From an optimization exercise on the open Yosys and OpenROAD flow, aimed at small area, a short achievable clock period and few clock cycles per item; shortcuts taken in it are not production practice. The RTL was checked by simulation tests, not by an equivalence proof against the original design.

==> flow/design.v, too long to show whole: its modules and the start of the top module <==
// module SNN: 194 lines
// module csa_conv_1: 347 lines
// module csa_conv_2: 413 lines
// module csa_conv_3: 415 lines
// module csa_conv_4: 417 lines
// module csa_conv_5: 225 lines
// module csa_div255: 56 lines
// module csa_div9: 108 lines
// module csa_mac: 186 lines
// module snn_fa: 4 lines
// module snn_ha: 4 lines
// module snn_hai: 4 lines
module SNN(
	input            clk,
	input            rst_n,
	input            in_valid,
	input [7:0]      img,
	input [7:0]      ker,
	input [7:0]      weight,
	output reg       out_valid,
	output reg [9:0] out_data
);
  // ...
==> flow/flow/run.sh <==
#!/bin/bash
# Standard ORFS layout (the standard.sh, unchanged synthesis and
# clock tree), with repair_timing aiming for 11.7 ns of setup margin at
# the design's 16 ns clock, and the port buffers given buf_2 cells.
set -euo pipefail
bash standard.sh SETUP_SLACK_MARGIN=11.7 "BUFFER_PORTS_ARGS=-buffer_cell sky130_fd_sc_hd__buf_2" finish > standard_flow.log 2>&1
==> flow/standard.sh <==
#!/bin/bash
# synth_recipe.tcl (not shown) runs the flow's synth.tcl, then flattens the netlist and writes it again
# the make line also repeats each setting of config.mk as NAME=value (left out here)
make -C /OpenROAD-flow-scripts/flow DESIGN_CONFIG=/design/flow/config.mk WORK_HOME=/design/flow/orfs CLKGATE_MAP_FILE= SYNTH_SCRIPT=/design/flow/synth_recipe.tcl "${@:-finish}"
==> flow/config.mk <==
export PLATFORM = sky130hd
export DESIGN_NAME = SNN
export DESIGN_NICKNAME = SNN
export VERILOG_FILES = /design/flow/design.v
export SDC_FILE = /design/flow/constraint.sdc
export NUM_CORES = 4
export LEC_CHECK = 0
export ABC_CLOCK_PERIOD_IN_PS = 4000
export CAP_MARGIN = 20
export CORE_MARGIN = 2
export CORE_UTILIZATION = 40
export SLEW_MARGIN = 20
export SYNTH_HIERARCHICAL = 1
export SYNTH_MINIMUM_KEEP_SIZE = 0
==> flow/constraint.sdc <==
create_clock -name core_clock -period 16.0 [get_ports {clk}]
set_input_delay 3.2000 -clock core_clock [delete_from_list [all_inputs] [get_ports {clk}]]
set_output_delay 3.2000 -clock core_clock [all_outputs]
set_load 0.01 [all_outputs]
==> Flow_metrics.wiki, run 1 <==
{| class="wikitable"
! Metric !! Value
|-
| Area enclosed by the die boundary || 110,600 µm²
|-
| Number of global-route vias before repair || 24,780
|-
| Slack of the worst reg-to-reg path || 11.39 ns
|-
| Number of antenna-violating nets in the routed design || 0
|-
| Buffers on Ports || 37
|-
| Path class of the lowest-slack min-delay path || reg -> reg
|-
| Multi-input combinational area share || 52.98%
|-
| CP Cell Sequence || ha_4 > o21a_1 > o21a_1 > o21a_1 > o21a_1 > o21ai_2 > a211oi_4 > buf_4 > xnor2_4 > fa_1 > inv_2 > ha_1 > a21o_1 > a2111oi_4 > o31ai_2 > xor2_1 > mux2_4 > nor4_4 > and3_4 > nor3b_2
|-
| Run status || finished clean
|-
| Multi-In Gates || 2,181
|-
| Routability congestion estimate || 0.8564
|-
| Normalized max-slew margin || 29.75%
|-
| TritonCTS clock tree || done
|-
| Cell mode on critical path || sky130_fd_sc_hd__o21a_1
|-
| Starting density of the core || 40.32%
|-
| Final-layout clock-cell area share || 5.631%
|-
| Standard cell area after detailed placement || 41,370 µm²
|-
| Setup crit end kind || flop
|-
| Fraction of met3 tracks used by global routing || 2.151%
|-
| Crit-path max cell delay || 0.55 ns
|-
| Total count of max-transition violations in the final report || 0
|-
| GRT Overall Usage || 15.72%
|-
| Largest register by flop count || win
|-
| Most common cell after layout, fill and taps aside || sky130_fd_sc_hd__fa_1
|-
| Dpl cells || 4,569
|-
| Worst reg2reg startpoint || mres[2]$_DFF_P_
|-
| Number of nets in the layout || 4,197
|-
| Area of combinational cells with multiple inputs || 23,760 µm²
|-
| HP Start || win[8][3]$_DFF_P_
|-
| Number of cells produced by synthesis || 3,585
|-
| End of the worst register-to-register path || out_data[1]$_DFF_PN0_
|-
| Clock buffer count from CTS || 72
|-
| Hold-fix buffer count after cts || 0
|-
| Number of clock sinks seen by CTS || 611
|-
| Buffers plus inverters on the worst setup path || 2
|-
| Highest achievable clock rate || 0.2168 GHz
|-
| Htree depth || 3
|-
| Worst clock skew || 0.03275 ns
|-
| Die W || 332.5 µm
|}
Testbench counts, summed over its fixed seeds: cycles 25,600, items 320.
==> module SNN, before the edit <==
module SNN(
	input            clk,
	input            rst_n,
	input            in_valid,
	input [7:0]      img,
	input [7:0]      ker,
	input [7:0]      weight,
	output reg       out_valid,
	output reg [9:0] out_data
);
integer k;
reg        v0;
reg  [7:0] ker_r, wt_r;
reg  [2:0] col, row;
reg        im;
reg  [7:0] win [0:10];           
always @(posedge clk or negedge rst_n) begin
	if (!rst_n) v0 <= 1'b0;
	else        v0 <= in_valid;
end
always @(posedge clk) begin
	ker_r  <= ker;
	wt_r   <= weight;
	win[0] <= img;
	for (k = 1; k < 11; k = k + 1) win[k] <= win[k-1];
end
always @(posedge clk or negedge rst_n) begin
	if (!rst_n) begin
		col <= 3'd0; row <= 3'd0; im <= 1'b0;
	end else if (v0) begin
		if (col == 3'd5) begin
			col <= 3'd0;
			if (row == 3'd5) begin
				row <= 3'd0;
				im  <= ~im;
			end else begin
				row <= row + 3'd1;
			end
		end else begin
			col <= col + 3'd1;
		end
	end
end
reg  [7:0] kr [0:8];
reg  [7:0] wr [0:3];
wire       ld_ok  = v0 && !im && (row[2:1] == 2'b00);
wire [3:0] ld_idx = row[0] ? {1'b0, col} + 4'd6 : {1'b0, col};
always @(posedge clk) begin
	for (k = 0; k < 9; k = k + 1)
		if (ld_ok && ld_idx == k) kr[k] <= ker_r;
	for (k = 0; k < 4; k = k + 1)
		if (ld_ok && ld_idx == k) wr[k] <= wt_r;
end
wire [16:0] s1_s, s1_c;
wire [17:0] s2_s, s2_c;
wire [18:0] s3_s, s3_c;
wire [18:0] s4_s, s4_c;
wire [19:0] s5_s, s5_c;
reg  [16:0] r1_s, r1_c;
reg  [17:0] r2_s, r2_c;
reg  [18:0] r3_s, r3_c;
reg  [18:0] r4_s, r4_c;
reg  [19:0] rc_s, rc_c;
csa_conv_1 u_1(.k0(kr[0]), .x0(win[10]), .k1(kr[1]), .x1(win[9]), .s(s1_s), .c(s1_c));
csa_conv_2 u_2(.k0(kr[2]), .x0(win[9]),  .k1(kr[3]), .x1(win[5]),
               .r0(r1_s), .r1(r1_c), .s(s2_s), .c(s2_c));
csa_conv_3 u_3(.k0(kr[4]), .x0(win[5]),  .k1(kr[5]), .x1(win[4]),
               .r0(r2_s), .r1(r2_c), .s(s3_s), .c(s3_c));
csa_conv_4 u_4(.k0(kr[6]), .x0(win[1]),  .k1(kr[7]), .x1(win[0]),
               .r0(r3_s), .r1(r3_c), .s(s4_s), .c(s4_c));
csa_conv_5 u_5(.k0(kr[8]), .x0(win[0]),
               .r0(r4_s), .r1(r4_c), .s(s5_s), .c(s5_c));
always @(posedge clk) begin
	r1_s <= s1_s; r1_c <= s1_c;
	r2_s <= s2_s; r2_c <= s2_c;
	r3_s <= s3_s; r3_c <= s3_c;
	r4_s <= s4_s; r4_c <= s4_c;
	rc_s <= s5_s; rc_c <= s5_c;
end
reg       d_v;
reg [1:0] d_i, d_j;
reg       d_im;
always @(posedge clk or negedge rst_n) begin
	if (!rst_n) d_v <= 1'b0;
	else        d_v <= v0 && (row >= 3'd2) && (col >= 3'd2);
end
always @(posedge clk) begin
	d_i  <= row[1:0] - 2'd2;
	d_j  <= col[1:0] - 2'd2;
	d_im <= im;
end
wire [19:0] cs_s     = ~rc_s;
wire [19:0] cs_c     = ~rc_c;
wire [19:0] conv_sum = cs_s + cs_c;
reg  [19:0] pm [0:1];
wire        d_b     = d_j[1];
wire        d_first = !d_i[0] && !d_j[0];
wire        d_last  =  d_i[0] &&  d_j[0];
wire [19:0] pm_cur  = pm[d_b];
wire [20:0] d_cmp   = {1'b0, cs_s} + {1'b0, cs_c} + {1'b0, ~pm_cur};
always @(posedge clk) begin
	if (d_v && (d_first || d_cmp[20])) pm[d_b] <= conv_sum;
end
reg       e_v, e_b, e_a, e_im;
always @(posedge clk or negedge rst_n) begin
	if (!rst_n) e_v <= 1'b0;
	else        e_v <= d_v && d_last;
end
always @(posedge clk) begin
	e_b <= d_b; e_a <= d_i[1]; e_im <= d_im;
end
wire [35:0] e_s, e_c;
csa_div255 u_e(.r0(pm[e_b]), .s(e_s), .c(e_c));
wire [35:0] e_sum = e_s + e_c;
reg  [11:0] q1;
reg         f_v, f_b, f_a, f_im;
always @(posedge clk or negedge rst_n) begin
	if (!rst_n) f_v <= 1'b0;
	else        f_v <= e_v;
end
always @(posedge clk) begin
	q1 <= e_sum[35:24];
	f_b <= e_b; f_a <= e_a; f_im <= e_im;
end
wire [21:0] f_s, f_c;
csa_div9 u_f(.r0(q1), .s(f_s), .c(f_c));
wire [21:0] f_sum = f_s + f_c;
reg  [7:0]  pq, mw;
reg  [16:0] madd;
reg  [16:0] acc_e, acc_o;
reg         m0_v, m1_v, m_b, m_a, m_im;
always @(posedge clk or negedge rst_n) begin
	if (!rst_n) begin
		m0_v <= 1'b0; m1_v <= 1'b0;
	end else begin
		m0_v <= f_v;
		m1_v <= m0_v;
	end
end
always @(posedge clk) begin
	if (f_v) begin
		pq   <= f_sum[21:14];
		m_b  <= f_b; m_a <= f_a; m_im <= f_im;
		mw   <= f_b ? wr[2] : wr[0];
		madd <= f_b ? acc_e : 17'd0;
	end else if (m0_v) begin
		mw   <= m_b ? wr[3] : wr[1];
		madd <= m_b ? acc_o : 17'd0;
	end
end
wire [16:0] m_s, m_c;
csa_mac u_m(.k0(mw), .x0(pq), .r0(madd), .s(m_s), .c(m_c));
wire [16:0] mac_res = m_s + m_c;
reg  [16:0] mres;
always @(posedge clk) begin
	mres <= mac_res;
	if (m0_v) acc_e <= mac_res;
	if (m1_v) acc_o <= mac_res;
end
reg        h_v, h_s;
always @(posedge clk or negedge rst_n) begin
	if (!rst_n) h_v <= 1'b0;
	else        h_v <= (m0_v || m1_v) && m_b;
end
always @(posedge clk) begin
	h_s <= m1_v;
end
wire [15:0] h_y   = mres[16:1];
wire [16:0] h_t   = h_y + {8'd0, h_y[15:8]} + 17'd1;
wire [7:0]  h_e   = h_t[15:8];
reg  [7:0]  e0 [0:3];
wire [1:0]  h_idx = {m_a, h_s};
wire [7:0]  eref  = e0[h_idx];
always @(posedge clk) begin
	if (h_v && !m_im) e0[h_idx] <= h_e;
end
reg  [9:0] dacc;
wire [9:0] dbase = (h_idx == 2'd0) ? 10'd0 : dacc;
wire [9:0] dnew  = (eref > h_e) ? dbase + {2'd0, eref} - {2'd0, h_e}
                                : dbase + {2'd0, h_e} - {2'd0, eref};
wire       h_fin = h_v && m_im && (h_idx == 2'd3);
always @(posedge clk) begin
	if (h_v && m_im) dacc <= dnew;
end
always @(posedge clk or negedge rst_n) begin
	if (!rst_n) begin
		out_valid <= 1'b0;
		out_data  <= 10'd0;
	end else begin
		out_valid <= h_fin;
		out_data  <= (h_fin && dnew[9:4] != 6'd0) ? dnew : 10'd0;
	end
end
endmodule
==> inputs of run 2 (changes only) <==
--- a/flow/design.v
+++ b/flow/design.v
@@ -11,5 +11,4 @@
 integer k;
 reg        v0;
-reg  [7:0] ker_r, wt_r;
 reg  [2:0] col, row;
 reg        im;
@@ -20,6 +19,4 @@
 end
 always @(posedge clk) begin
-	ker_r  <= ker;
-	wt_r   <= weight;
 	win[0] <= img;
 	for (k = 1; k < 11; k = k + 1) win[k] <= win[k-1];
@@ -44,11 +41,16 @@
 reg  [7:0] kr [0:8];
 reg  [7:0] wr [0:3];
-wire       ld_ok  = v0 && !im && (row[2:1] == 2'b00);
-wire [3:0] ld_idx = row[0] ? {1'b0, col} + 4'd6 : {1'b0, col};
+wire [3:0] w0_idx = row[0] ? {1'b0, col} + 4'd6 : {1'b0, col};
+wire       w0_ok  = !im && (row[2:1] == 2'b00);
+reg  [8:0] ld_sel;
+always @(*) begin
+	for (k = 0; k < 9; k = k + 1)
+		ld_sel[k] = (k == 0) ? !v0 : (v0 && w0_ok && w0_idx == k - 1);
+end
 always @(posedge clk) begin
 	for (k = 0; k < 9; k = k + 1)
-		if (ld_ok && ld_idx == k) kr[k] <= ker_r;
+		if (in_valid && ld_sel[k]) kr[k] <= ker;
 	for (k = 0; k < 4; k = k + 1)
-		if (ld_ok && ld_idx == k) wr[k] <= wt_r;
+		if (in_valid && ld_sel[k]) wr[k] <= weight;
 end
 wire [16:0] s1_s, s1_c;
@@ -126,7 +128,21 @@
 csa_div9 u_f(.r0(q1), .s(f_s), .c(f_c));
 wire [21:0] f_sum = f_s + f_c;
-reg  [7:0]  pq, mw;
-reg  [16:0] madd;
-reg  [16:0] acc_e, acc_o;
+reg  [7:0]  pq;
+reg  [4:0]  mo;                  
+reg  [3:0]  mt, mn;              
+function [12:0] booth;           
+	input [7:0] y;
+	integer i;
+	reg [8:0] z;
+	begin
+		z = {y, 1'b0};
+		for (i = 0; i < 4; i = i + 1) begin
+			booth[i]     = z[2*i+1] ^ z[2*i];
+			booth[5+i]   = (z[2*i+2] & ~z[2*i+1] & ~z[2*i]) | (~z[2*i+2] & z[2*i+1] & z[2*i]);
+			booth[9+i]   = z[2*i+2] & ~(z[2*i+1] & z[2*i]);
+		end
+		booth[4] = y[7];
+	end
+endfunction
 reg         m0_v, m1_v, m_b, m_a, m_im;
 always @(posedge clk or negedge rst_n) begin
@@ -140,21 +156,17 @@
 always @(posedge clk) begin
 	if (f_v) begin
-		pq   <= f_sum[21:14];
-		m_b  <= f_b; m_a <= f_a; m_im <= f_im;
-		mw   <= f_b ? wr[2] : wr[0];
-		madd <= f_b ? acc_e : 17'd0;
-	end else if (m0_v) begin
-		mw   <= m_b ? wr[3] : wr[1];
-		madd <= m_b ? acc_o : 17'd0;
+		pq  <= f_sum[21:14];
+		m_b <= f_b; m_a <= f_a; m_im <= f_im;
 	end
+	{mn, mt, mo} <= booth(f_v ? (f_b ? wr[2] : wr[0]) : (m_b ? wr[3] : wr[1]));
 end
+reg  [16:0] mres, mres_d;
+wire [16:0] madd = m_b ? mres_d : 17'd0;
 wire [16:0] m_s, m_c;
-csa_mac u_m(.k0(mw), .x0(pq), .r0(madd), .s(m_s), .c(m_c));
+csa_mac u_m(.x(pq), .one(mo), .two(mt), .neg(mn), .r0(madd), .s(m_s), .c(m_c));
 wire [16:0] mac_res = m_s + m_c;
-reg  [16:0] mres;
 always @(posedge clk) begin
-	mres <= mac_res;
-	if (m0_v) acc_e <= mac_res;
-	if (m1_v) acc_o <= mac_res;
+	mres   <= mac_res;
+	mres_d <= mres;
 end
 reg        h_v, h_s;
@@ -168,18 +180,28 @@
 wire [15:0] h_y   = mres[16:1];
 wire [16:0] h_t   = h_y + {8'd0, h_y[15:8]} + 17'd1;
-wire [7:0]  h_e   = h_t[15:8];
+reg  [7:0]  eqv, eref;
 reg  [7:0]  e0 [0:3];
+reg         i_v, i_s;
 wire [1:0]  h_idx = {m_a, h_s};
-wire [7:0]  eref  = e0[h_idx];
+always @(posedge clk or negedge rst_n) begin
+	if (!rst_n) i_v <= 1'b0;
+	else        i_v <= h_v;
+end
+always @(posedge clk) begin
+	eqv  <= h_t[15:8];
+	eref <= e0[h_idx];
+	i_s  <= h_s;
+end
+wire [1:0] i_idx = {m_a, i_s};
 always @(posedge clk) begin
-	if (h_v && !m_im) e0[h_idx] <= h_e;
+	if (i_v && !m_im) e0[i_idx] <= eqv;
 end
 reg  [9:0] dacc;
-wire [9:0] dbase = (h_idx == 2'd0) ? 10'd0 : dacc;
-wire [9:0] dnew  = (eref > h_e) ? dbase + {2'd0, eref} - {2'd0, h_e}
-                                : dbase + {2'd0, h_e} - {2'd0, eref};
-wire       h_fin = h_v && m_im && (h_idx == 2'd3);
+wire [9:0] dbase = (i_idx == 2'd0) ? 10'd0 : dacc;
+wire [9:0] dnew  = (eref > eqv) ? dbase + {2'd0, eref} - {2'd0, eqv}
+                                : dbase + {2'd0, eqv} - {2'd0, eref};
+wire       i_fin = i_v && m_im && (i_idx == 2'd3);
 always @(posedge clk) begin
-	if (h_v && m_im) dacc <= dnew;
+	if (i_v && m_im) dacc <= dnew;
 end
 always @(posedge clk or negedge rst_n) begin
@@ -188,6 +210,6 @@
 		out_data  <= 10'd0;
 	end else begin
-		out_valid <= h_fin;
-		out_data  <= (h_fin && dnew[9:4] != 6'd0) ? dnew : 10'd0;
+		out_valid <= i_fin;
+		out_data  <= (i_fin && dnew[9:4] != 6'd0) ? dnew : 10'd0;
 	end
 end
@@ -402,5 +424,5 @@
 snn_fa un198(.a(p98), .b(p105), .c(p112), .s(n198), .co(n199));
 wire n200, n201;
-snn_hai un200(.a(n143), .b(n145), .s(n200), .co(n201));
+snn_fa un200(.a(n143), .b(n145), .c(1'b1), .s(n200), .co(n201));
 wire n202, n203;
 snn_fa un202(.a(n152), .b(n154), .c(n156), .s(n202), .co(n203));
@@ -408,5 +430,5 @@
 snn_fa un204(.a(n158), .b(n129), .c(n147), .s(n204), .co(n205));
 wire n206, n207;
-snn_hai un206(.a(n149), .b(n151), .s(n206), .co(n207));
+snn_fa un206(.a(n149), .b(n151), .c(1'b1), .s(n206), .co(n207));
 wire n208, n209;
 snn_fa un208(.a(n160), .b(n162), .c(n164), .s(n208), .co(n209));
@@ -414,5 +436,5 @@
 snn_fa un210(.a(n166), .b(n153), .c(n155), .s(n210), .co(n211));
 wire n212, n213;
-snn_hai un212(.a(n157), .b(n159), .s(n212), .co(n213));
+snn_fa un212(.a(n157), .b(n159), .c(1'b1), .s(n212), .co(n213));
 wire n214, n215;
 snn_fa un214(.a(n168), .b(n170), .c(n172), .s(n214), .co(n215));
@@ -420,5 +442,5 @@
 snn_fa un216(.a(n174), .b(n161), .c(n163), .s(n216), .co(n217));
 wire n218, n219;
-snn_hai un218(.a(n165), .b(n167), .s(n218), .co(n219));
+snn_fa un218(.a(n165), .b(n167), .c(1'b1), .s(n218), .co(n219));
 wire n220, n221;
 snn_fa un220(.a(n176), .b(n178), .c(n180), .s(n220), .co(n221));
@@ -446,9 +468,9 @@
 snn_fa un242(.a(n186), .b(n188), .c(p89), .s(n242), .co(n243));
 wire n244, n245;
-snn_hai un244(.a(p96), .b(n185), .s(n244), .co(n245));
+snn_fa un244(.a(p96), .b(n185), .c(1'b1), .s(n244), .co(n245));
 wire n246, n247;
 snn_fa un246(.a(n190), .b(n192), .c(n194), .s(n246), .co(n247));
 wire n248, n249;
-snn_hai un248(.a(n187), .b(n189), .s(n248), .co(n249));
+snn_fa un248(.a(n187), .b(n189), .c(1'b1), .s(n248), .co(n249));
 wire n250, n251;
 snn_fa un250(.a(n196), .b(n198), .c(n200), .s(n250), .co(n251));
@@ -514,5 +536,5 @@
 snn_fa un310(.a(n284), .b(p80), .c(n283), .s(n310), .co(n311));
 wire n312, n313;
-snn_hai un312(.a(n286), .b(n285), .s(n312), .co(n313));
+snn_fa un312(.a(n286), .b(n285), .c(1'b1), .s(n312), .co(n313));
 wire n314, n315;
 snn_fa un314(.a(n288), .b(n241), .c(n287), .s(n314), .co(n315));
@@ -785,5 +807,5 @@
 snn_fa un232(.a(p104), .b(r0[5]), .c(r1[5]), .s(n232), .co(n233));
 wire n234, n235;
-snn_hai un234(.a(n161), .b(n163), .s(n234), .co(n235));
+snn_fa un234(.a(n161), .b(n163), .c(1'b1), .s(n234), .co(n235));
 wire n236, n237;
 snn_fa un236(.a(n170), .b(n172), .c(n174), .s(n236), .co(n237));
@@ -791,5 +813,5 @@
 snn_fa un238(.a(n176), .b(n129), .c(n165), .s(n238), .co(n239));
 wire n240, n241;
-snn_hai un240(.a(n167), .b(n169), .s(n240), .co(n241));
+snn_fa un240(.a(n167), .b(n169), .c(1'b1), .s(n240), .co(n241));
 wire n242, n243;
 snn_fa un242(.a(n178), .b(n180), .c(n182), .s(n242), .co(n243));
@@ -797,5 +819,5 @@
 snn_fa un244(.a(n184), .b(n171), .c(n173), .s(n244), .co(n245));
 wire n246, n247;
-snn_hai un246(.a(n175), .b(n177), .s(n246), .co(n247));
+snn_fa un246(.a(n175), .b(n177), .c(1'b1), .s(n246), .co(n247));
 wire n248, n249;
 snn_fa un248(.a(n186), .b(n188), .c(n190), .s(n248), .co(n249));
@@ -803,5 +825,5 @@
 snn_fa un250(.a(n192), .b(n179), .c(n181), .s(n250), .co(n251));
 wire n252, n253;
-snn_hai un252(.a(n183), .b(n185), .s(n252), .co(n253));
+snn_fa un252(.a(n183), .b(n185), .c(1'b1), .s(n252), .co(n253));
 wire n254, n255;
 snn_fa un254(.a(n194), .b(n196), .c(n198), .s(n254), .co(n255));
@@ -809,5 +831,5 @@
 snn_fa un256(.a(n200), .b(n187), .c(n189), .s(n256), .co(n257));
 wire n258, n259;
-snn_hai un258(.a(n191), .b(n193), .s(n258), .co(n259));
+snn_fa un258(.a(n191), .b(n193), .c(1'b1), .s(n258), .co(n259));
 wire n260, n261;
 snn_fa un260(.a(n202), .b(n204), .c(n206), .s(n260), .co(n261));
@@ -841,9 +863,9 @@
 snn_fa un288(.a(n220), .b(n222), .c(r0[3]), .s(n288), .co(n289));
 wire n290, n291;
-snn_hai un290(.a(r1[3]), .b(n219), .s(n290), .co(n291));
+snn_fa un290(.a(r1[3]), .b(n219), .c(1'b1), .s(n290), .co(n291));
 wire n292, n293;
 snn_fa un292(.a(n224), .b(n226), .c(n228), .s(n292), .co(n293));
 wire n294, n295;
-snn_hai un294(.a(n221), .b(n223), .s(n294), .co(n295));
+snn_fa un294(.a(n221), .b(n223), .c(1'b1), .s(n294), .co(n295));
 wire n296, n297;
 snn_fa un296(.a(n230), .b(n232), .c(n234), .s(n296), .co(n297));
@@ -921,5 +943,5 @@
 snn_fa un368(.a(n338), .b(r1[1]), .c(n337), .s(n368), .co(n369));
 wire n370, n371;
-snn_hai un370(.a(n340), .b(n339), .s(n370), .co(n371));
+snn_fa un370(.a(n340), .b(n339), .c(1'b1), .s(n370), .co(n371));
 wire n372, n373;
 snn_fa un372(.a(n342), .b(n287), .c(n341), .s(n372), .co(n373));
@@ -1198,5 +1220,5 @@
 snn_fa un232(.a(p104), .b(r0[5]), .c(r1[5]), .s(n232), .co(n233));
 wire n234, n235;
-snn_hai un234(.a(n161), .b(n163), .s(n234), .co(n235));
+snn_fa un234(.a(n161), .b(n163), .c(1'b1), .s(n234), .co(n235));
 wire n236, n237;
 snn_fa un236(.a(n170), .b(n172), .c(n174), .s(n236), .co(n237));
@@ -1204,5 +1226,5 @@
 snn_fa un238(.a(n176), .b(n129), .c(n165), .s(n238), .co(n239));
 wire n240, n241;
-snn_hai un240(.a(n167), .b(n169), .s(n240), .co(n241));
+snn_fa un240(.a(n167), .b(n169), .c(1'b1), .s(n240), .co(n241));
 wire n242, n243;
 snn_fa un242(.a(n178), .b(n180), .c(n182), .s(n242), .co(n243));
@@ -1210,5 +1232,5 @@
 snn_fa un244(.a(n184), .b(n171), .c(n173), .s(n244), .co(n245));
 wire n246, n247;
-snn_hai un246(.a(n175), .b(n177), .s(n246), .co(n247));
+snn_fa un246(.a(n175), .b(n177), .c(1'b1), .s(n246), .co(n247));
 wire n248, n249;
 snn_fa un248(.a(n186), .b(n188), .c(n190), .s(n248), .co(n249));
@@ -1216,5 +1238,5 @@
 snn_fa un250(.a(n192), .b(n179), .c(n181), .s(n250), .co(n251));
 wire n252, n253;
-snn_hai un252(.a(n183), .b(n185), .s(n252), .co(n253));
+snn_fa un252(.a(n183), .b(n185), .c(1'b1), .s(n252), .co(n253));
 wire n254, n255;
 snn_fa un254(.a(n194), .b(n196), .c(n198), .s(n254), .co(n255));
@@ -1222,5 +1244,5 @@
 snn_fa un256(.a(n200), .b(n187), .c(n189), .s(n256), .co(n257));
 wire n258, n259;
-snn_hai un258(.a(n191), .b(n193), .s(n258), .co(n259));
+snn_fa un258(.a(n191), .b(n193), .c(1'b1), .s(n258), .co(n259));
 wire n260, n261;
 snn_fa un260(.a(n202), .b(n204), .c(n206), .s(n260), .co(n261));
@@ -1254,9 +1276,9 @@
 snn_fa un288(.a(n220), .b(n222), .c(r0[3]), .s(n288), .co(n289));
 wire n290, n291;
-snn_hai un290(.a(r1[3]), .b(n219), .s(n290), .co(n291));
+snn_fa un290(.a(r1[3]), .b(n219), .c(1'b1), .s(n290), .co(n291));
 wire n292, n293;
 snn_fa un292(.a(n224), .b(n226), .c(n228), .s(n292), .co(n293));
 wire n294, n295;
-snn_hai un294(.a(n221), .b(n223), .s(n294), .co(n295));
+snn_fa un294(.a(n221), .b(n223), .c(1'b1), .s(n294), .co(n295));
 wire n296, n297;
 snn_fa un296(.a(n230), .b(n232), .c(n234), .s(n296), .co(n297));
@@ -1334,5 +1356,5 @@
 snn_fa un368(.a(n338), .b(r1[1]), .c(n337), .s(n368), .co(n369));
 wire n370, n371;
-snn_hai un370(.a(n340), .b(n339), .s(n370), .co(n371));
+snn_fa un370(.a(n340), .b(n339), .c(1'b1), .s(n370), .co(n371));
 wire n372, n373;
 snn_fa un372(.a(n342), .b(n287), .c(n341), .s(n372), .co(n373));
@@ -1364,5 +1386,5 @@
 snn_fa un398(.a(r0[16]), .b(r1[16]), .c(n367), .s(n398), .co(n399));
 wire n400, n401;
-snn_hai un400(.a(r0[17]), .b(r1[17]), .s(n400), .co(n401));
+snn_fa un400(.a(r0[17]), .b(r1[17]), .c(1'b1), .s(n400), .co(n401));
 assign s = {n401, n400, n398, n396, n394, n392, n390, n388, n386, n384, n382, n380, n378, n376, n374, n372, n370, n368, n336};
 assign c = {1'b1, n399, n397, n395, n393, n391, n389, n387, n385, n383, n381, n379, n377, n375, n373, n371, n369, 1'b1, r1[0]};
@@ -1613,5 +1635,5 @@
 snn_fa un232(.a(p104), .b(r0[5]), .c(r1[5]), .s(n232), .co(n233));
 wire n234, n235;
-snn_hai un234(.a(n161), .b(n163), .s(n234), .co(n235));
+snn_fa un234(.a(n161), .b(n163), .c(1'b1), .s(n234), .co(n235));
 wire n236, n237;
 snn_fa un236(.a(n170), .b(n172), .c(n174), .s(n236), .co(n237));
@@ -1619,5 +1641,5 @@
 snn_fa un238(.a(n176), .b(n129), .c(n165), .s(n238), .co(n239));
 wire n240, n241;
-snn_hai un240(.a(n167), .b(n169), .s(n240), .co(n241));
+snn_fa un240(.a(n167), .b(n169), .c(1'b1), .s(n240), .co(n241));
 wire n242, n243;
 snn_fa un242(.a(n178), .b(n180), .c(n182), .s(n242), .co(n243));
@@ -1625,5 +1647,5 @@
 snn_fa un244(.a(n184), .b(n171), .c(n173), .s(n244), .co(n245));
 wire n246, n247;
-snn_hai un246(.a(n175), .b(n177), .s(n246), .co(n247));
+snn_fa un246(.a(n175), .b(n177), .c(1'b1), .s(n246), .co(n247));
 wire n248, n249;
 snn_fa un248(.a(n186), .b(n188), .c(n190), .s(n248), .co(n249));
@@ -1631,5 +1653,5 @@
 snn_fa un250(.a(n192), .b(n179), .c(n181), .s(n250), .co(n251));
 wire n252, n253;
-snn_hai un252(.a(n183), .b(n185), .s(n252), .co(n253));
+snn_fa un252(.a(n183), .b(n185), .c(1'b1), .s(n252), .co(n253));
 wire n254, n255;
 snn_fa un254(.a(n194), .b(n196), .c(n198), .s(n254), .co(n255));
@@ -1637,5 +1659,5 @@
 snn_fa un256(.a(n200), .b(n187), .c(n189), .s(n256), .co(n257));
 wire n258, n259;
-snn_hai un258(.a(n191), .b(n193), .s(n258), .co(n259));
+snn_fa un258(.a(n191), .b(n193), .c(1'b1), .s(n258), .co(n259));
 wire n260, n261;
 snn_fa un260(.a(n202), .b(n204), .c(n206), .s(n260), .co(n261));
@@ -1669,9 +1691,9 @@
 snn_fa un288(.a(n220), .b(n222), .c(r0[3]), .s(n288), .co(n289));
 wire n290, n291;
-snn_hai un290(.a(r1[3]), .b(n219), .s(n290), .co(n291));
+snn_fa un290(.a(r1[3]), .b(n219), .c(1'b1), .s(n290), .co(n291));
 wire n292, n293;
 snn_fa un292(.a(n224), .b(n226), .c(n228), .s(n292), .co(n293));
 wire n294, n295;
-snn_hai un294(.a(n221), .b(n223), .s(n294), .co(n295));
+snn_fa un294(.a(n221), .b(n223), .c(1'b1), .s(n294), .co(n295));
 wire n296, n297;
 snn_fa un296(.a(n230), .b(n232), .c(n234), .s(n296), .co(n297));
@@ -1749,5 +1771,5 @@
 snn_fa un368(.a(n338), .b(r1[1]), .c(n337), .s(n368), .co(n369));
 wire n370, n371;
-snn_hai un370(.a(n340), .b(n339), .s(n370), .co(n371));
+snn_fa un370(.a(n340), .b(n339), .c(1'b1), .s(n370), .co(n371));
 wire n372, n373;
 snn_fa un372(.a(n342), .b(n287), .c(n341), .s(n372), .co(n373));
@@ -1779,7 +1801,7 @@
 snn_fa un398(.a(r0[16]), .b(r1[16]), .c(n367), .s(n398), .co(n399));
 wire n400, n401;
-snn_hai un400(.a(r0[17]), .b(r1[17]), .s(n400), .co(n401));
+snn_fa un400(.a(r0[17]), .b(r1[17]), .c(1'b1), .s(n400), .co(n401));
 wire n402, n403;
-snn_hai un402(.a(r0[18]), .b(r1[18]), .s(n402), .co(n403));
+snn_fa un402(.a(r0[18]), .b(r1[18]), .c(1'b1), .s(n402), .co(n403));
 assign s = {n402, n400, n398, n396, n394, n392, n390, n388, n386, n384, n382, n380, n378, n376, n374, n372, n370, n368, n336};
 assign c = {n401, n399, n397, n395, n393, n391, n389, n387, n385, n383, n381, n379, n377, n375, n373, n371, n369, 1'b1, r1[0]};
@@ -1878,5 +1900,5 @@
 snn_fa un82(.a(p42), .b(p49), .c(p56), .s(n82), .co(n83));
 wire n84, n85;
-snn_hai un84(.a(r0[7]), .b(r1[7]), .s(n84), .co(n85));
+snn_fa un84(.a(r0[7]), .b(r1[7]), .c(1'b1), .s(n84), .co(n85));
 wire n86, n87;
 snn_fa un86(.a(n66), .b(p36), .c(p43), .s(n86), .co(n87));
@@ -1884,5 +1906,5 @@
 snn_fa un88(.a(p50), .b(p57), .c(r0[8]), .s(n88), .co(n89));
 wire n90, n91;
-snn_hai un90(.a(r1[8]), .b(n65), .s(n90), .co(n91));
+snn_fa un90(.a(r1[8]), .b(n65), .c(1'b1), .s(n90), .co(n91));
 wire n92, n93;
 snn_fa un92(.a(p23), .b(p30), .c(p37), .s(n92), .co(n93));
@@ -1906,13 +1928,13 @@
 snn_fa un110(.a(n68), .b(p25), .c(p32), .s(n110), .co(n111));
 wire n112, n113;
-snn_hai un112(.a(r0[4]), .b(r1[4]), .s(n112), .co(n113));
+snn_fa un112(.a(r0[4]), .b(r1[4]), .c(1'b1), .s(n112), .co(n113));
 wire n114, n115;
 snn_fa un114(.a(n70), .b(n72), .c(r0[5]), .s(n114), .co(n115));
 wire n116, n117;
-snn_hai un116(.a(r1[5]), .b(n69), .s(n116), .co(n117));
+snn_fa un116(.a(r1[5]), .b(n69), .c(1'b1), .s(n116), .co(n117));
 wire n118, n119;
 snn_fa un118(.a(n74), .b(n76), .c(n78), .s(n118), .co(n119));
 wire n120, n121;
-snn_hai un120(.a(n71), .b(n73), .s(n120), .co(n121));
+snn_fa un120(.a(n71), .b(n73), .c(1'b1), .s(n120), .co(n121));
 wire n122, n123;
 snn_fa un122(.a(n80), .b(n82), .c(n84), .s(n122), .co(n123));
@@ -1972,9 +1994,9 @@
 snn_fa un176(.a(p0), .b(r0[0]), .c(r1[0]), .s(n176), .co(n177));
 wire n178, n179;
-snn_hai un178(.a(n148), .b(r1[1]), .s(n178), .co(n179));
+snn_fa un178(.a(n148), .b(r1[1]), .c(1'b1), .s(n178), .co(n179));
 wire n180, n181;
-snn_hai un180(.a(n150), .b(n149), .s(n180), .co(n181));
+snn_fa un180(.a(n150), .b(n149), .c(1'b1), .s(n180), .co(n181));
 wire n182, n183;
-snn_hai un182(.a(n152), .b(n151), .s(n182), .co(n183));
+snn_fa un182(.a(n152), .b(n151), .c(1'b1), .s(n182), .co(n183));
 wire n184, n185;
 snn_fa un184(.a(n154), .b(n109), .c(n153), .s(n184), .co(n185));
@@ -2002,9 +2024,9 @@
 snn_fa un206(.a(r0[15]), .b(r1[15]), .c(n175), .s(n206), .co(n207));
 wire n208, n209;
-snn_hai un208(.a(r0[16]), .b(r1[16]), .s(n208), .co(n209));
+snn_fa un208(.a(r0[16]), .b(r1[16]), .c(1'b1), .s(n208), .co(n209));
 wire n210, n211;
-snn_hai un210(.a(r0[17]), .b(r1[17]), .s(n210), .co(n211));
+snn_fa un210(.a(r0[17]), .b(r1[17]), .c(1'b1), .s(n210), .co(n211));
 wire n212, n213;
-snn_hai un212(.a(r0[18]), .b(r1[18]), .s(n212), .co(n213));
+snn_fa un212(.a(r0[18]), .b(r1[18]), .c(1'b1), .s(n212), .co(n213));
 assign s = {n213, n212, n210, n208, n206, n204, n202, n200, n198, n196, n194, n192, n190, n188, n186, n184, n182, n180, n178, n176};
 assign c = {1'b1, n211, n209, n207, n205, n203, n201, n199, n197, n195, n193, n191, n189, n187, n185, n183, n181, n179, n177, 1'b1};
@@ -2175,188 +2197,170 @@
 endmodule
 module csa_mac(
-  input [7:0] k0,
-  input [7:0] x0,
   input [16:0] r0,
+  input [7:0] x,
+  input [4:0] one,
+  input [3:0] two,
+  input [3:0] neg,
   output [16:0] s,
   output [16:0] c
 );
-wire p0 = k0[0] & x0[0];
-wire p1 = k0[0] & x0[1];
-wire p2 = k0[0] & x0[2];
-wire p3 = k0[0] & x0[3];
-wire p4 = k0[0] & x0[4];
-wire p5 = k0[0] & x0[5];
-wire p6 = k0[0] & x0[6];
-wire p7 = k0[0] & x0[7];
-wire p8 = k0[1] & x0[0];
-wire p9 = k0[1] & x0[1];
-wire p10 = k0[1] & x0[2];
-wire p11 = k0[1] & x0[3];
-wire p12 = k0[1] & x0[4];
-wire p13 = k0[1] & x0[5];
-wire p14 = k0[1] & x0[6];
-wire p15 = k0[1] & x0[7];
-wire p16 = k0[2] & x0[0];
-wire p17 = k0[2] & x0[1];
-wire p18 = k0[2] & x0[2];
-wire p19 = k0[2] & x0[3];
-wire p20 = k0[2] & x0[4];
-wire p21 = k0[2] & x0[5];
-wire p22 = k0[2] & x0[6];
-wire p23 = k0[2] & x0[7];
-wire p24 = k0[3] & x0[0];
-wire p25 = k0[3] & x0[1];
-wire p26 = k0[3] & x0[2];
-wire p27 = k0[3] & x0[3];
-wire p28 = k0[3] & x0[4];
-wire p29 = k0[3] & x0[5];
-wire p30 = k0[3] & x0[6];
-wire p31 = k0[3] & x0[7];
-wire p32 = k0[4] & x0[0];
-wire p33 = k0[4] & x0[1];
-wire p34 = k0[4] & x0[2];
-wire p35 = k0[4] & x0[3];
-wire p36 = k0[4] & x0[4];
-wire p37 = k0[4] & x0[5];
-wire p38 = k0[4] & x0[6];
-wire p39 = k0[4] & x0[7];
-wire p40 = k0[5] & x0[0];
-wire p41 = k0[5] & x0[1];
-wire p42 = k0[5] & x0[2];
-wire p43 = k0[5] & x0[3];
-wire p44 = k0[5] & x0[4];
-wire p45 = k0[5] & x0[5];
-wire p46 = k0[5] & x0[6];
-wire p47 = k0[5] & x0[7];
-wire p48 = k0[6] & x0[0];
-wire p49 = k0[6] & x0[1];
-wire p50 = k0[6] & x0[2];
-wire p51 = k0[6] & x0[3];
-wire p52 = k0[6] & x0[4];
-wire p53 = k0[6] & x0[5];
-wire p54 = k0[6] & x0[6];
-wire p55 = k0[6] & x0[7];
-wire p56 = k0[7] & x0[0];
-wire p57 = k0[7] & x0[1];
-wire p58 = k0[7] & x0[2];
-wire p59 = k0[7] & x0[3];
-wire p60 = k0[7] & x0[4];
-wire p61 = k0[7] & x0[5];
-wire p62 = k0[7] & x0[6];
-wire p63 = k0[7] & x0[7];
+wire m0_0 = ((x[0] & one[0])) ^ neg[0];
+wire m0_1 = ((x[1] & one[0]) | (x[0] & two[0])) ^ neg[0];
+wire m0_2 = ((x[2] & one[0]) | (x[1] & two[0])) ^ neg[0];
+wire m0_3 = ((x[3] & one[0]) | (x[2] & two[0])) ^ neg[0];
+wire m0_4 = ((x[4] & one[0]) | (x[3] & two[0])) ^ neg[0];
+wire m0_5 = ((x[5] & one[0]) | (x[4] & two[0])) ^ neg[0];
+wire m0_6 = ((x[6] & one[0]) | (x[5] & two[0])) ^ neg[0];
+wire m0_7 = ((x[7] & one[0]) | (x[6] & two[0])) ^ neg[0];
+wire m0_8 = ((x[7] & two[0])) ^ neg[0];
+wire m1_0 = ((x[0] & one[1])) ^ neg[1];
+wire m1_1 = ((x[1] & one[1]) | (x[0] & two[1])) ^ neg[1];
+wire m1_2 = ((x[2] & one[1]) | (x[1] & two[1])) ^ neg[1];
+wire m1_3 = ((x[3] & one[1]) | (x[2] & two[1])) ^ neg[1];
+wire m1_4 = ((x[4] & one[1]) | (x[3] & two[1])) ^ neg[1];
+wire m1_5 = ((x[5] & one[1]) | (x[4] & two[1])) ^ neg[1];
+wire m1_6 = ((x[6] & one[1]) | (x[5] & two[1])) ^ neg[1];
+wire m1_7 = ((x[7] & one[1]) | (x[6] & two[1])) ^ neg[1];
+wire m1_8 = ((x[7] & two[1])) ^ neg[1];
+wire m2_0 = ((x[0] & one[2])) ^ neg[2];
+wire m2_1 = ((x[1] & one[2]) | (x[0] & two[2])) ^ neg[2];
+wire m2_2 = ((x[2] & one[2]) | (x[1] & two[2])) ^ neg[2];
+wire m2_3 = ((x[3] & one[2]) | (x[2] & two[2])) ^ neg[2];
+wire m2_4 = ((x[4] & one[2]) | (x[3] & two[2])) ^ neg[2];
+wire m2_5 = ((x[5] & one[2]) | (x[4] & two[2])) ^ neg[2];
+wire m2_6 = ((x[6] & one[2]) | (x[5] & two[2])) ^ neg[2];
+wire m2_7 = ((x[7] & one[2]) | (x[6] & two[2])) ^ neg[2];
+wire m2_8 = ((x[7] & two[2])) ^ neg[2];
+wire m3_0 = ((x[0] & one[3])) ^ neg[3];
+wire m3_1 = ((x[1] & one[3]) | (x[0] & two[3])) ^ neg[3];
+wire m3_2 = ((x[2] & one[3]) | (x[1] & two[3])) ^ neg[3];
+wire m3_3 = ((x[3] & one[3]) | (x[2] & two[3])) ^ neg[3];
+wire m3_4 = ((x[4] & one[3]) | (x[3] & two[3])) ^ neg[3];
+wire m3_5 = ((x[5] & one[3]) | (x[4] & two[3])) ^ neg[3];
+wire m3_6 = ((x[6] & one[3]) | (x[5] & two[3])) ^ neg[3];
+wire m3_7 = ((x[7] & one[3]) | (x[6] & two[3])) ^ neg[3];
+wire m3_8 = ((x[7] & two[3])) ^ neg[3];
+wire m4_0 = (x[0] & one[4]);
+wire m4_1 = (x[1] & one[4]);
+wire m4_2 = (x[2] & one[4]);
+wire m4_3 = (x[3] & one[4]);
+wire m4_4 = (x[4] & one[4]);
+wire m4_5 = (x[5] & one[4]);
+wire m4_6 = (x[6] & one[4]);
+wire m4_7 = (x[7] & one[4]);
+wire n0, n1;
+snn_fa un0(.a(r0[4]), .b(m0_4), .c(m1_2), .s(n0), .co(n1));
+wire n2, n3;
+snn_fa un2(.a(r0[5]), .b(m0_5), .c(m1_3), .s(n2), .co(n3));
+wire n4, n5;
+snn_fa un4(.a(r0[6]), .b(m0_6), .c(m1_4), .s(n4), .co(n5));
+wire n6, n7;
+snn_fa un6(.a(m2_2), .b(m3_0), .c(neg[3]), .s(n6), .co(n7));
+wire n8, n9;
+snn_fa un8(.a(r0[7]), .b(m0_7), .c(m1_5), .s(n8), .co(n9));
+wire n10, n11;
+snn_ha un10(.a(m2_3), .b(m3_1), .s(n10), .co(n11));
+wire n12, n13;
+snn_fa un12(.a(r0[8]), .b(m0_8), .c(m1_6), .s(n12), .co(n13));
+wire n14, n15;
+snn_fa un14(.a(m2_4), .b(m3_2), .c(m4_0), .s(n14), .co(n15));
+wire n16, n17;
+snn_fa un16(.a(r0[9]), .b(neg[0]), .c(m1_7), .s(n16), .co(n17));
+wire n18, n19;
+snn_fa un18(.a(m2_5), .b(m3_3), .c(m4_1), .s(n18), .co(n19));
+wire n20, n21;
+snn_fa un20(.a(r0[10]), .b(neg[0]), .c(m1_8), .s(n20), .co(n21));
+wire n22, n23;
+snn_fa un22(.a(m2_6), .b(m3_4), .c(m4_2), .s(n22), .co(n23));
+wire n24, n25;
+snn_fa un24(.a(r0[11]), .b(neg[0]), .c(neg[1]), .s(n24), .co(n25));
+wire n26, n27;
+snn_fa un26(.a(m2_7), .b(m3_5), .c(m4_3), .s(n26), .co(n27));
+wire n28, n29;
+snn_fa un28(.a(r0[12]), .b(neg[0]), .c(neg[1]), .s(n28), .co(n29));
+wire n30, n31;
+snn_fa un30(.a(m2_8), .b(m3_6), .c(m4_4), .s(n30), .co(n31));
+wire n32, n33;
+snn_fa un32(.a(r0[13]), .b(neg[0]), .c(neg[1]), .s(n32), .co(n33));
+wire n34, n35;
+snn_fa un34(.a(neg[2]), .b(m3_7), .c(m4_5), .s(n34), .co(n35));
+wire n36, n37;
+snn_fa un36(.a(r0[14]), .b(neg[0]), .c(neg[1]), .s(n36), .co(n37));
+wire n38, n39;
+snn_fa un38(.a(neg[2]), .b(m3_8), .c(m4_6), .s(n38), .co(n39));
+wire n40, n41;
+snn_fa un40(.a(r0[15]), .b(neg[0]), .c(neg[1]), .s(n40), .co(n41));
+wire n42, n43;
+snn_fa un42(.a(neg[2]), .b(neg[3]), .c(m4_7), .s(n42), .co(n43));
+wire n44, n45;
+snn_fa un44(.a(r0[16]), .b(neg[0]), .c(neg[1]), .s(n44), .co(n45));
+wire n46, n47;
+snn_ha un46(.a(neg[2]), .b(neg[3]), .s(n46), .co(n47));
+wire n48, n49;
+snn_fa un48(.a(r0[2]), .b(m0_2), .c(m1_0), .s(n48), .co(n49));
+wire n50, n51;
+snn_fa un50(.a(r0[3]), .b(m0_3), .c(m1_1), .s(n50), .co(n51));
+wire n52, n53;
+snn_fa un52(.a(n0), .b(m2_0), .c(neg[2]), .s(n52), .co(n53));
+wire n54, n55;
+snn_fa un54(.a(n2), .b(m2_1), .c(n1), .s(n54), .co(n55));
+wire n56, n57;
+snn_fa un56(.a(n4), .b(n6), .c(n3), .s(n56), .co(n57));
+wire n58, n59;
+snn_fa un58(.a(n8), .b(n10), .c(n5), .s(n58), .co(n59));
+wire n60, n61;
+snn_fa un60(.a(n12), .b(n14), .c(n9), .s(n60), .co(n61));
+wire n62, n63;
+snn_fa un62(.a(n16), .b(n18), .c(n13), .s(n62), .co(n63));
 wire n64, n65;
-snn_fa un64(.a(p5), .b(p12), .c(p19), .s(n64), .co(n65));
+snn_fa un64(.a(n20), .b(n22), .c(n17), .s(n64), .co(n65));
 wire n66, n67;
-snn_fa un66(.a(p6), .b(p13), .c(p20), .s(n66), .co(n67));
+snn_fa un66(.a(n24), .b(n26), .c(n21), .s(n66), .co(n67));
 wire n68, n69;
-snn_fa un68(.a(p27), .b(p34), .c(p41), .s(n68), .co(n69));
+snn_fa un68(.a(n28), .b(n30), .c(n25), .s(n68), .co(n69));
 wire n70, n71;
-snn_fa un70(.a(p7), .b(p14), .c(p21), .s(n70), .co(n71));
+snn_fa un70(.a(n32), .b(n34), .c(n29), .s(n70), .co(n71));
 wire n72, n73;
-snn_fa un72(.a(p28), .b(p35), .c(p42), .s(n72), .co(n73));
+snn_fa un72(.a(n36), .b(n38), .c(n33), .s(n72), .co(n73));
 wire n74, n75;
-snn_fa un74(.a(p49), .b(p56), .c(r0[7]), .s(n74), .co(n75));
+snn_fa un74(.a(n40), .b(n42), .c(n37), .s(n74), .co(n75));
 wire n76, n77;
-snn_fa un76(.a(p15), .b(p22), .c(p29), .s(n76), .co(n77));
+snn_fa un76(.a(n44), .b(n46), .c(n41), .s(n76), .co(n77));
 wire n78, n79;
-snn_fa un78(.a(p36), .b(p43), .c(p50), .s(n78), .co(n79));
+snn_fa un78(.a(r0[0]), .b(m0_0), .c(neg[0]), .s(n78), .co(n79));
 wire n80, n81;
-snn_ha un80(.a(p57), .b(r0[8]), .s(n80), .co(n81));
+snn_ha un80(.a(r0[1]), .b(m0_1), .s(n80), .co(n81));
 wire n82, n83;
-snn_fa un82(.a(p23), .b(p30), .c(p37), .s(n82), .co(n83));
+snn_ha un82(.a(n48), .b(neg[1]), .s(n82), .co(n83));
 wire n84, n85;
-snn_fa un84(.a(p44), .b(p51), .c(p58), .s(n84), .co(n85));
+snn_ha un84(.a(n50), .b(n49), .s(n84), .co(n85));
 wire n86, n87;
-snn_fa un86(.a(p31), .b(p38), .c(p45), .s(n86), .co(n87));
+snn_ha un86(.a(n52), .b(n51), .s(n86), .co(n87));
 wire n88, n89;
-snn_fa un88(.a(p3), .b(p10), .c(p17), .s(n88), .co(n89));
+snn_ha un88(.a(n54), .b(n53), .s(n88), .co(n89));
 wire n90, n91;
-snn_fa un90(.a(p4), .b(p11), .c(p18), .s(n90), .co(n91));
+snn_ha un90(.a(n56), .b(n55), .s(n90), .co(n91));
 wire n92, n93;
-snn_fa un92(.a(p25), .b(p32), .c(r0[4]), .s(n92), .co(n93));
+snn_fa un92(.a(n58), .b(n7), .c(n57), .s(n92), .co(n93));
 wire n94, n95;
-snn_fa un94(.a(n64), .b(p26), .c(p33), .s(n94), .co(n95));
+snn_fa un94(.a(n60), .b(n11), .c(n59), .s(n94), .co(n95));
 wire n96, n97;
-snn_ha un96(.a(p40), .b(r0[5]), .s(n96), .co(n97));
+snn_fa un96(.a(n62), .b(n15), .c(n61), .s(n96), .co(n97));
 wire n98, n99;
-snn_fa un98(.a(n66), .b(n68), .c(p48), .s(n98), .co(n99));
+snn_fa un98(.a(n64), .b(n19), .c(n63), .s(n98), .co(n99));
 wire n100, n101;
-snn_ha un100(.a(r0[6]), .b(n65), .s(n100), .co(n101));
+snn_fa un100(.a(n66), .b(n23), .c(n65), .s(n100), .co(n101));
 wire n102, n103;
-snn_fa un102(.a(n70), .b(n72), .c(n74), .s(n102), .co(n103));
+snn_fa un102(.a(n68), .b(n27), .c(n67), .s(n102), .co(n103));
 wire n104, n105;
-snn_ha un104(.a(n67), .b(n69), .s(n104), .co(n105));
+snn_fa un104(.a(n70), .b(n31), .c(n69), .s(n104), .co(n105));
 wire n106, n107;
-snn_fa un106(.a(n76), .b(n78), .c(n80), .s(n106), .co(n107));
+snn_fa un106(.a(n72), .b(n35), .c(n71), .s(n106), .co(n107));
 wire n108, n109;
-snn_fa un108(.a(n71), .b(n73), .c(n75), .s(n108), .co(n109));
+snn_fa un108(.a(n74), .b(n39), .c(n73), .s(n108), .co(n109));
 wire n110, n111;
-snn_fa un110(.a(n82), .b(n84), .c(r0[9]), .s(n110), .co(n111));
-wire n112, n113;
-snn_fa un112(.a(n77), .b(n79), .c(n81), .s(n112), .co(n113));
-wire n114, n115;
-snn_fa un114(.a(n86), .b(p52), .c(p59), .s(n114), .co(n115));
-wire n116, n117;
-snn_fa un116(.a(r0[10]), .b(n83), .c(n85), .s(n116), .co(n117));
-wire n118, n119;
-snn_fa un118(.a(p39), .b(p46), .c(p53), .s(n118), .co(n119));
-wire n120, n121;
-snn_fa un120(.a(p60), .b(r0[11]), .c(n87), .s(n120), .co(n121));
-wire n122, n123;
-snn_fa un122(.a(p47), .b(p54), .c(p61), .s(n122), .co(n123));
-wire n124, n125;
-snn_fa un124(.a(p2), .b(p9), .c(p16), .s(n124), .co(n125));
-wire n126, n127;
-snn_fa un126(.a(n88), .b(p24), .c(r0[3]), .s(n126), .co(n127));
-wire n128, n129;
-snn_fa un128(.a(n90), .b(n92), .c(n89), .s(n128), .co(n129));
-wire n130, n131;
-snn_fa un130(.a(n94), .b(n96), .c(n91), .s(n130), .co(n131));
-wire n132, n133;
-snn_fa un132(.a(n98), .b(n100), .c(n95), .s(n132), .co(n133));
-wire n134, n135;
-snn_fa un134(.a(n102), .b(n104), .c(n99), .s(n134), .co(n135));
-wire n136, n137;
-snn_fa un136(.a(n106), .b(n108), .c(n103), .s(n136), .co(n137));
-wire n138, n139;
-snn_fa un138(.a(n110), .b(n112), .c(n107), .s(n138), .co(n139));
-wire n140, n141;
-snn_fa un140(.a(n114), .b(n116), .c(n111), .s(n140), .co(n141));
-wire n142, n143;
-snn_fa un142(.a(n118), .b(n120), .c(n115), .s(n142), .co(n143));
-wire n144, n145;
-snn_fa un144(.a(n122), .b(r0[12]), .c(n119), .s(n144), .co(n145));
-wire n146, n147;
-snn_fa un146(.a(p55), .b(p62), .c(r0[13]), .s(n146), .co(n147));
-wire n148, n149;
-snn_fa un148(.a(p1), .b(p8), .c(r0[1]), .s(n148), .co(n149));
-wire n150, n151;
-snn_ha un150(.a(n124), .b(r0[2]), .s(n150), .co(n151));
-wire n152, n153;
-snn_ha un152(.a(n126), .b(n125), .s(n152), .co(n153));
-wire n154, n155;
-snn_ha un154(.a(n128), .b(n127), .s(n154), .co(n155));
-wire n156, n157;
-snn_fa un156(.a(n130), .b(n93), .c(n129), .s(n156), .co(n157));
-wire n158, n159;
-snn_fa un158(.a(n132), .b(n97), .c(n131), .s(n158), .co(n159));
-wire n160, n161;
-snn_fa un160(.a(n134), .b(n101), .c(n133), .s(n160), .co(n161));
-wire n162, n163;
-snn_fa un162(.a(n136), .b(n105), .c(n135), .s(n162), .co(n163));
-wire n164, n165;
-snn_fa un164(.a(n138), .b(n109), .c(n137), .s(n164), .co(n165));
-wire n166, n167;
-snn_fa un166(.a(n140), .b(n113), .c(n139), .s(n166), .co(n167));
-wire n168, n169;
-snn_fa un168(.a(n142), .b(n117), .c(n141), .s(n168), .co(n169));
-wire n170, n171;
-snn_fa un170(.a(n144), .b(n121), .c(n143), .s(n170), .co(n171));
-wire n172, n173;
-snn_fa un172(.a(n146), .b(n123), .c(n145), .s(n172), .co(n173));
-wire n174, n175;
-snn_fa un174(.a(p63), .b(r0[14]), .c(n147), .s(n174), .co(n175));
-assign s = {r0[16], r0[15], n174, n172, n170, n168, n166, n164, n162, n160, n158, n156, n154, n152, n150, n148, p0};
-assign c = {1'b0, n175, n173, n171, n169, n167, n165, n163, n161, n159, n157, n155, n153, n151, n149, 1'b0, r0[0]};
+snn_fa un110(.a(n76), .b(n43), .c(n75), .s(n110), .co(n111));
+assign s = {n110, n108, n106, n104, n102, n100, n98, n96, n94, n92, n90, n88, n86, n84, n82, n80, n78};
+assign c = {n109, n107, n105, n103, n101, n99, n97, n95, n93, n91, n89, n87, n85, n83, n81, n79, 1'b0};
 endmodule
 module snn_fa(input a, input b, input c, output s, output co);
@@ -2368,6 +2372,2 @@
 assign co = a & b;
 endmodule
-module snn_hai(input a, input b, output s, output co);
-assign s = ~(a ^ b);
-assign co = a | b;
-endmodule
==> flow/flow/run.sh (replaced) <==
#!/bin/bash
# Standard ORFS layout (the standard.sh with its unchanged synthesis),
# with repair_timing aiming for 11.7 ns of setup margin at the design's
# 16 ns clock, port buffers of buf_2 cells, and clock tree synthesis with
# sink clusters of up to 25 flip-flops within 80 um and no dummy loads.
set -euo pipefail
bash standard.sh SETUP_SLACK_MARGIN=11.7 \
  "BUFFER_PORTS_ARGS=-buffer_cell sky130_fd_sc_hd__buf_2" \
  "CTS_ARGS=-sink_clustering_enable -repair_clock_nets -sink_clustering_size 16 -sink_clustering_max_diameter 60 -dont_use_dummy_load -buf_list sky130_fd_sc_hd__clkbuf_8 -root_buf sky130_fd_sc_hd__clkbuf_16" \
  finish > standard_flow.log 2>&1
==> run 2 against run 1 <==
Effect of this change:
- clock skew is 0.043 ns higher
- area after synthesis fell by 2.0%
- register-to-register slack gained 0.35 ns
- largest cell class unchanged
- fmax up 6.7%
- critical endpoint is now out_data[0]
- via count is 4.7% lower
- routed wire length down 5.5%
- clock-buffer cell count is 32 lower
- cell count down 5.4%
- sequential share of layout area hardly changed
- critical path depth fell by 19
==> Flow_metrics.wiki, run 2 <==
{| class="wikitable"
! Metric !! Value
|-
| Crit share post-route || 27.00% (was 28.82%)
|-
| Buffers plus inverters on the worst setup path || 1 (was 2)
|-
| TritonCTS clock tree || done (unchanged)
|-
| Area enclosed by the die boundary || 108,300 µm² (was 110,600 µm²)
|-
| Count of cells along the worst hold path || 0 (unchanged)
|-
| Most common flop cell mapped by yosys || sky130_fd_sc_hd__dfxtp_1
|-
| Final hold violations || 0 (unchanged)
|-
| Pin slew with the least headroom to its limit || 0.9987 ns (was 1.053 ns)
|-
| Cells on worst reg2reg path || 12 (was 20)
|-
| Post-CTS clock slew at the launch and capture registers of the worst setup and hold paths || 0.09 ns (was 0.06 ns)
|-
| Library cell with the highest instance count after synthesis || sky130_fd_sc_hd__fa_1
|-
| Portion of synthesized cell area occupied by the leading cell type || 33.47%
|-
| Setup violations, final || 0 (unchanged)
|-
| CP Cell Sequence || buf_2 (was ha_4 > o21a_1 > o21a_1 > o21a_1 > o21a_1 > o21ai_2 > a211oi_4 > buf_4 > xnor2_4 > fa_1 > inv_2 > ha_1 > a21o_1 > a2111oi_4 > o31ai_2 > xor2_1 > mux2_4 > nor4_4 > and3_4 > nor3b_2)
|-
| Maximum fanout along the worst path || 1 (was 5)
|-
| Most area-consuming cells after synthesis || sky130_fd_sc_hd__fa_1 (33%), sky130_fd_sc_hd__dfxtp_1 (17%), sky130_fd_sc_hd__edfxtp_1 (14%), sky130_fd_sc_hd__buf_4 (6.7%), sky130_fd_sc_hd__nand2_1 (5.7%)
|-
| Wire length of the first global-routing pass || 132.7 mm (was 136.6 mm)
|-
| Routed wire per std cell || 17.73 µm (was 17.75 µm)
|-
| Number of antenna-violating nets in the routed design || 0 (unchanged)
|-
| Normalized max-slew margin || 33.42% (was 29.75%)
|-
| GRT Residual Overflow || 0 (unchanged)
|-
| Setup crit end kind || output pin (was flop)
|-
| DRT Wirelength || 79.54 mm (was 84.19 mm)
|-
| Worst clock skew || 0.07536 ns (was 0.03275 ns)
|-
| Worst reg2reg startpoint || pq[6]$_DFFE_PP_ (was mres[2]$_DFF_P_)
|-
| Largest register by flop count || win (unchanged)
|-
| Slack of the worst reg-to-reg path || 11.74 ns (was 11.39 ns)
|-
| Max FFs per register || 88 (unchanged)
|-
| Max-cap violations || 0 (unchanged)
|-
| Most common cell after layout, fill and taps aside || sky130_fd_sc_hd__fa_1 (unchanged)
|-
| Placeable core region || 105,100 µm² (was 107,100 µm²)
|-
| I/O pin total || 38 (unchanged)
|-
| Number of clock sinks seen by CTS || 585 (was 611)
|-
| Die W || 329.1 µm (was 332.5 µm)
|-
| Number of logic stages on the critical path including buffering || 1 (was 20)
|-
| Clk Latency, worst-skew pair || 0.61 ns (was 0.63 ns)
|-
| Pin count of the biggest net entering global routing || 31 (was 32)
|-
| Floorplan die height || 329.1 µm (was 332.5 µm)
|-
| Placement Rows || 119 (was 120)
|-
| Root buffer cell || sky130_fd_sc_hd__clkbuf_16 (unchanged)
|-
| CP startpoint kind || flop (unchanged)
|-
| Top Registers || win: 88 flops, kr: 72 flops, pm: 40 flops (unchanged)
|-
| GRT Overall Usage || 15.66% (was 15.72%)
|-
| Place WS || 10.94 ns (was 11.07 ns)
|-
| Worst Hold Margin || 0.3095 ns (was 0.3067 ns)
|-
| Number of remaining DRC errors || 0 (unchanged)
|-
| Minimum setup slack in the final design || 11.68 ns (was 11.39 ns)
|-
| CP required || 12.80 ns (was 16.50 ns)
|-
| Hold-fix buffer count after cts || 0 (unchanged)
|-
| Number of global-route vias before repair || 24,260 (was 24,780)
|-
| First-pass DRT Iterations || 5 (unchanged)
|-
| Area added between synthesis and finish || -2.039% (was 3.872%)
|-
| Area leader, netlist || sky130_fd_sc_hd__fa_1
|-
| Via-to-Cell Ratio || 4.834 (was 4.795)
|-
| Number of nets in the layout || 4,013 (was 4,197)
|-
| Total non-filler cell area in the finished layout || 41,420 µm² (was 44,840 µm²)
|-
| Buffers on Ports || 37 (unchanged)
|-
| CTS max path bufs || 3 (unchanged)
|-
| Minimum period implied by the final worst setup slack || 4.320 ns (was 4.612 ns)
|-
| Clock buffer count from CTS || 56 (was 72)
|-
| Starting density of the core || 40.23% (was 40.32%)
|-
| Routability congestion estimate || 0.8217 (was 0.8564)
|-
| Filler Cell Count || 10,070 (was 9,882)
|-
| Synth warn || 13 (unchanged)
|-
| Share of layout cells above drive strength 1 || 8.021% (was 12.34%)
|-
| Synth unique cells || 68
|-
| Sequential share of the synthesized area || 32.67%
|-
| Highest-count cells in the layout ignoring fill and taps || sky130_fd_sc_hd__fa_1 (707), sky130_fd_sc_hd__nand2_1 (639), sky130_fd_sc_hd__dfxtp_1 (345), sky130_fd_sc_hd__edfxtp_1 (197), sky130_fd_sc_hd__ha_1 (185) (was sky130_fd_sc_hd__fa_1 (654), sky130_fd_sc_hd__nand2_1 (626), sky130_fd_sc_hd__inv_1 (320), sky130_fd_sc_hd__dfxtp_1 (306), sky130_fd_sc_hd__edfxtp_1 (256))
|-
| End point of the worst hold path || win[9][0]$_DFF_P_ (was win[9][3]$_DFF_P_)
|-
| CP max stage cell || sky130_fd_sc_hd__dfrtp_1 (was sky130_fd_sc_hd__fa_1)
|-
| End of the worst register-to-register path || mres[16]$_DFF_P_ (was out_data[1]$_DFF_PN0_)
|-
| Run status || finished clean (unchanged)
|-
| Path class of the lowest-slack min-delay path || reg -> reg (unchanged)
|-
| Data arrival time of the critical path || 1.12 ns (was 5.11 ns)
|-
| HP Start || win[8][0]$_DFF_P_ (was win[8][3]$_DFF_P_)
|-
| Htree depth || 2 (was 3)
|-
| Number of cells produced by synthesis || 3,419 (was 3,585)
|-
| Average cell area after synthesis || 12.37 µm² (was 12.04 µm²)
|-
| Number of register bits inferred by synthesis || 585
|-
| Category of cells accounting for the largest share of critical-path delay || flip-flops (was compound AO/OA/AOI/OAI gates)
|-
| EDFF count, synth || 197
|-
| Highest achievable clock rate || 0.2315 GHz (was 0.2168 GHz)
|-
| Synth async-reset ratio || 4.444%
|-
| HPWL reported at the end of detailed placement || 63.29 mm (was 65.21 mm)
|-
| Total count of max-transition violations in the final report || 0 (unchanged)
|-
| Antenna violations before repair || 14 (was 2)
|-
| Synthesized area || 42,290 µm² (was 43,170 µm²)
|-
| Class of the most critical setup path || reg -> out (was reg -> reg)
|-
| RSZ-0062 raised after global routing || true (unchanged)
|-
| Cell types with the highest counts after synthesis || sky130_fd_sc_hd__fa_1 (707), sky130_fd_sc_hd__nand2_1 (640), sky130_fd_sc_hd__buf_4 (379), sky130_fd_sc_hd__dfxtp_1 (362), sky130_fd_sc_hd__edfxtp_1 (197)
|-
| Standard cell area after detailed placement || 40,410 µm² (was 41,370 µm²)
|-
| Final TNS setup || 0 ns (unchanged)
|-
| Post-route core utilization || 39.41% (was 41.89%)
|-
| Total number of vias || 21,690 (was 22,750)
|-
| Crit-path max cell delay || 0.38 ns (was 0.55 ns)
|-
| Violation count after the first detailed-routing iteration || 1,094 (was 1,346)
|}
run 2: cell types whose count changed in the layout (fill, tap and decap cells not counted), moves of 39 or more:
cell,previous run,this run
sky130_fd_sc_hd__inv_1,320,135
sky130_fd_sc_hd__clkbuf_16,74,5
sky130_fd_sc_hd__edfxtp_1,256,197
sky130_fd_sc_hd__fa_1,654,707
sky130_fd_sc_hd__xnor2_1,39,91
sky130_fd_sc_hd__clkbuf_8,6,51
sky130_fd_sc_hd__conb_1,42,86
sky130_fd_sc_hd__dfxtp_1,306,345
run 2: modules after synthesis, one instance, submodules excluded, excerpt:
module      copies in the design  flops+latches  cells inside
csa_conv_5                     1              0           121
snn_fa                       670              0             1
csa_conv_3                     1              0           199
SNN                            1            585          1533
csa_mac                        1              0           135
csa_div9                       1              0            58
csa_conv_4                     1              0           199
snn_ha                        38              0             1
csa_conv_2                     1              0           197
run 2: final cells by class:
class                   instances  area (µm²)  area share, %
multi-input cells            2257       24090          58.17
flip-flops and latches        585       13830          33.40
well taps                    1391        1740          4.202
clock buffers                  56       827.0          1.997
inverters                     135       506.7          1.223
repair buffers                 59       410.4         0.9907
diodes                          4       10.01        0.02416
run 2: layer usage:
metal  vias up  part of all wire [%]  wire (µm)  GRT usage (%)
met4        12                   2.7       2108          4.536
met2       501                    49      38780          26.41
li1       9823                     -          -              -
met1     11230                    42      33470          20.35
met5         -                 0.096         76              0
met3       126                   6.4       5105          3.288
run 2: cell families after synthesis:
kind of cell / Yosys count / synth area share [%]
and+or+nand+nor: 846 / 8.350
muxes: 66 / 1.923
other: 10 / 0.08878
xor gates and xnor gates: 113 / 2.340
DFF: 585 / 32.67
AOI/OAI and AO/OA: 254 / 4.391
adders and majority gates: 892 / 38.95
buffers and inverters: 653 / 11.29
run 2: stage by stage:
stage,std cells
4_1_cts,4475
6_report,4487
3_5_place_dp,4417
5_1_grt,4483
3_3_place_gp,4417
2_1_floorplan,3495
run 2: worst max path at each step:
| stage | start | end | slack [ns] |
|---|---|---|---|
| after floorplan | d_b$_DFF_P_ | pm[0][0]$_DFFE_PP_ | 11.20 |
| after global placement | in_valid | wr[3][1]$_DFFE_PP_ | 11.00 |
| after detailed placement | in_valid | kr[1][5]$_DFFE_PP_ | 10.94 |
| after CTS | out_data[2]$_DFF_PN0_ | out_data[2] | 11.61 |
| after global routing | pq[6]$_DFFE_PP_ | mres[16]$_DFF_P_ | 11.52 |
| final | out_data[0]$_DFF_PN0_ | out_data[0] | 11.68 |
run 2: repair_timing:
action	in CTS	in global routing
endpoints found under the setup margin	56	73
gates resized for setup	8	18
hold endpoints to repair	0	0
buffers inserted	2	8
pin swaps	1	2
Testbench counts of run 2, summed over its fixed seeds: cycles 25,920, items 320.

static timing again, ports no longer ideal:
Ports are ideal in the flow. The routed layouts listed here were re-timed in OpenROAD. Step 1, drivers: a clkbuf_16 drives clk and a buf_2 each remaining input, both assumed. Step 2, shift: input delay + t, output delay - t, t = (earliest + latest rising clock arrival at the registers) / 2. This alone moves slack from input paths to output paths. Three values: ideal ports, drivers, drivers and shift; two values: the first two.
run	t, ns	setup slack, ns	hold WS [ns]	worst setup path at the end	cell pins on the clock port's net
run 1	0.677	11.388 / 11.388 / 11.388	0.307 / 0.307 / 0.307	register to register	1
run 2	0.640	11.680 / 11.612 / 11.114	0.309 / 0.309 / 0.309	input to register	1
After both steps setup and hold are still met in every run listed. For run 2, which loses most, drivers alone change the setup slack by -0.068 ns; drivers and shift together by -0.566 ns.
